This is an optimization exercise on Yosys and OpenROAD, whose aim is small area and a short achievable clock period, not a production implementation.
The RTL was checked by simulation tests, not by an equivalence proof against the original design.
Power is estimated from default activity; no workload was simulated.

==> flow/design.v (excerpt) <==
module cpu_top(
    input   wire        clk,
    input   wire        rstn,
    input   wire        vga_en,      
    input   wire[1:0]   vga_dir,     
    output  wire[31:0]  vga_pos,     
    output  wire[9:0]   imem_addr,
    input   wire[31:0]  imem_rdata,
    output  wire[9:0]   dmem_addr,
    output  wire[31:0]  dmem_wdata,
    output  wire        dmem_we,
    output  wire        dmem_re,
    input   wire[31:0]  dmem_rdata
    );
wire rst = !rstn;
reg  [9:0]  pc_t, pc_f;      
reg  [3:0]  eqp;
wire [9:0]  pc;
wire [9:0]  pc4 = pc + 10'd1;
wire [9:0]  pc_if_eq, pc_if_ne;
wire [3:0]  eqp_d;
pc_sel u_pcsel(.eqp(eqp), .pc_eq(pc_t), .pc_ne(pc_f), .pc(pc));
assign imem_addr = pc;
always @(posedge clk) begin
    pc_t <= pc_if_eq;
    pc_f <= pc_if_ne;
    eqp  <= eqp_d;
end
reg         id_valid;
reg  [9:0]  id_pc;
reg  [31:0] id_instr;
always @(posedge clk) begin
    id_valid <= !rst;
    id_pc    <= pc4;
    id_instr <= imem_rdata;
end
  ...
Size: about 3700 cells after synthesis, ~1300 flip-flops, ~160 I/O pins.
export LEC_CHECK = 0
export CAP_MARGIN = 20
export CORE_MARGIN = 2
export CORE_UTILIZATION = 40
export SLEW_MARGIN = 20
export SYNTH_HIERARCHICAL = 1
create_clock -name core_clock -period 11.0 [get_ports {clk}]
standard.sh (not shown) runs the stock make flow with config.mk's settings and CLKGATE_MAP_FILE= SYNTH_SCRIPT=/design/flow/synth_recipe.tcl, a recipe that flattens the netlist after the stock synthesis.
==> flow/flow/run.sh <==
#!/bin/bash
set -e
export BUFFER_PORTS_ARGS="-buffer_cell sky130_fd_sc_hd__buf_2"
bash standard.sh > standard_flow.log 2>&1
Change:
==> flow/run.sh (new file) <==
#!/bin/bash
# synth_recipe.tcl (not shown) runs the flow's synth.tcl, then flattens the netlist and writes it again
# the make line also repeats each setting of config.mk as NAME=value (left out here)
make -C /OpenROAD-flow-scripts/flow DESIGN_CONFIG=/design/flow/config.mk WORK_HOME=/design/flow/orfs CLKGATE_MAP_FILE= SYNTH_SCRIPT=/design/flow/synth_recipe.tcl finish
removed: flow/flow/run.sh
removed: flow/standard.sh
What happened: Wire length increases by 11%. Worst setup slack degrades by 0.50 ns. Utilization rises by 0.74 points. Clock-buffer cell count came out lower by 2. Synthesized cell count stays the same. Die area does not change. First-iteration DRC count climbs by 10%. Fmax decreases by 10%.

========
## rev 12
cpu_top, a different RTL version from the one above (not shown whole).
For scale: about 160 I/O pins.
clock: 11.0 ns
lec_check: 0
cap_margin: 20
core_margin: 2
core_utilization: 60
cts_cluster_diameter: 70
cts_cluster_size: 26
slew_margin: 20
synth_hierarchical: 1
==> flow/flow/run.sh <==
#!/bin/bash
set -e
export BUFFER_PORTS_ARGS="-buffer_cell sky130_fd_sc_hd__buf_2"
export SETUP_SLACK_MARGIN=7.3
bash standard.sh > standard_flow.log 2>&1
#### Input delta (rev 13 over rev 12)
Settings: clearing CTS_CLUSTER_SIZE, which used to be 26; clearing CTS_CLUSTER_DIAMETER, which used to be 70.
==> summary.txt <==
Setup slack in rev 13 is larger than in rev 12.
Changes observed in rev 13 relative to rev 12: utilization +2.5 points; logic depth of the worst path, buffers included -1; final area +3.7%; residual antenna-violating net count after detailed routing ~0 delta; highest clock rate +0.59%.
Register share of total power, rev 12 and rev 13, lower one = rev 13.
Data required time of the critical path on rev 13 is up relative to rev 12.
The higher power came out of rev 13.
Diff rev 13..rev 12 | sequential cell count | unchanged
Rev 13 vs rev 12: fraction of met2 tracks used by global routing up

========
Another version of the RTL of cpu_top (not shown whole).
Size in the first run: ~3900 cells after synthesis, roughly 57000 um2 of cells after synthesis.
Settings: LEC_CHECK=0, CAP_MARGIN=20, CORE_MARGIN=2, CORE_UTILIZATION=60, CTS_CLUSTER_DIAMETER=70, CTS_CLUSTER_SIZE=26, SLEW_MARGIN=20, SYNTH_HIERARCHICAL=1; clock period 11.0 ns.
==> flow/flow/run.sh <==
#!/bin/bash
set -e
export BUFFER_PORTS_ARGS="-buffer_cell sky130_fd_sc_hd__buf_2"
export SETUP_SLACK_MARGIN=7.5
bash standard.sh > standard_flow.log 2>&1
Next try:
--- a/flow/flow/run.sh
+++ b/flow/flow/run.sh
@@ -4 +4 @@
-export SETUP_SLACK_MARGIN=7.5
+export SETUP_SLACK_MARGIN=7.4
=> The changed run completed without violations. Total power increases by 1.1%. Sequential power barely changes. Via count stays flat. Critical path depth decreases by 1. Routed wire length decreases by 0.54%. Utilization increases by 0.15 points. Fmax increases by 1.8%. Global-route usage decreases by 0.22 points.

## re-timing with driven ports
How much do the figures lean on ideal ports? The routed layouts below were timed once more, with nothing changed but the port constraints.
Step 1: set_driving_cell puts a clkbuf_16 on clk and a buf_2 on each other input, an assumption about the parent block.
Step 2 times the ports against the registers' clock, not the clock port: input delays grow and output delays shrink by t, the midpoint of the rising clock arrivals with the driver on.
a / b / c = ideal / step 1 / step 2; a / b = the first two.
run	shift t [ns]	setup WS [ns]	hold slack, ns	worst register clock-pin slew, ns	cell pins on the clock port's net
the first run of note 1	0.865	6.624 / 6.546 / 6.759	0.324 / 0.324 / 0.324	0.07 / 0.07	1
the second run of note 1	0.863	6.121 / 6.036 / 6.344	0.325 / 0.325 / 0.325	0.07 / 0.07	1
rev 12	0.742	7.073 / 7.073 / 6.690	0.339 / 0.339 / 0.339	0.11 / 0.11	1
rev 13	0.824	7.096 / 7.096 / 6.717	0.331 / 0.331 / 0.331	0.07 / 0.07	1
the first run of note 3	0.750	7.212 / 7.212 / 6.788	0.335 / 0.335 / 0.335	0.11 / 0.11	1
the second run of note 3	0.737	7.277 / 7.277 / 6.686	0.333 / 0.333 / 0.333	0.11 / 0.11	1
After both steps setup and hold are still met in every run listed. For the second run of note 3, which loses most, drivers alone change the setup slack by 0.000 ns; drivers and shift together by -0.591 ns.
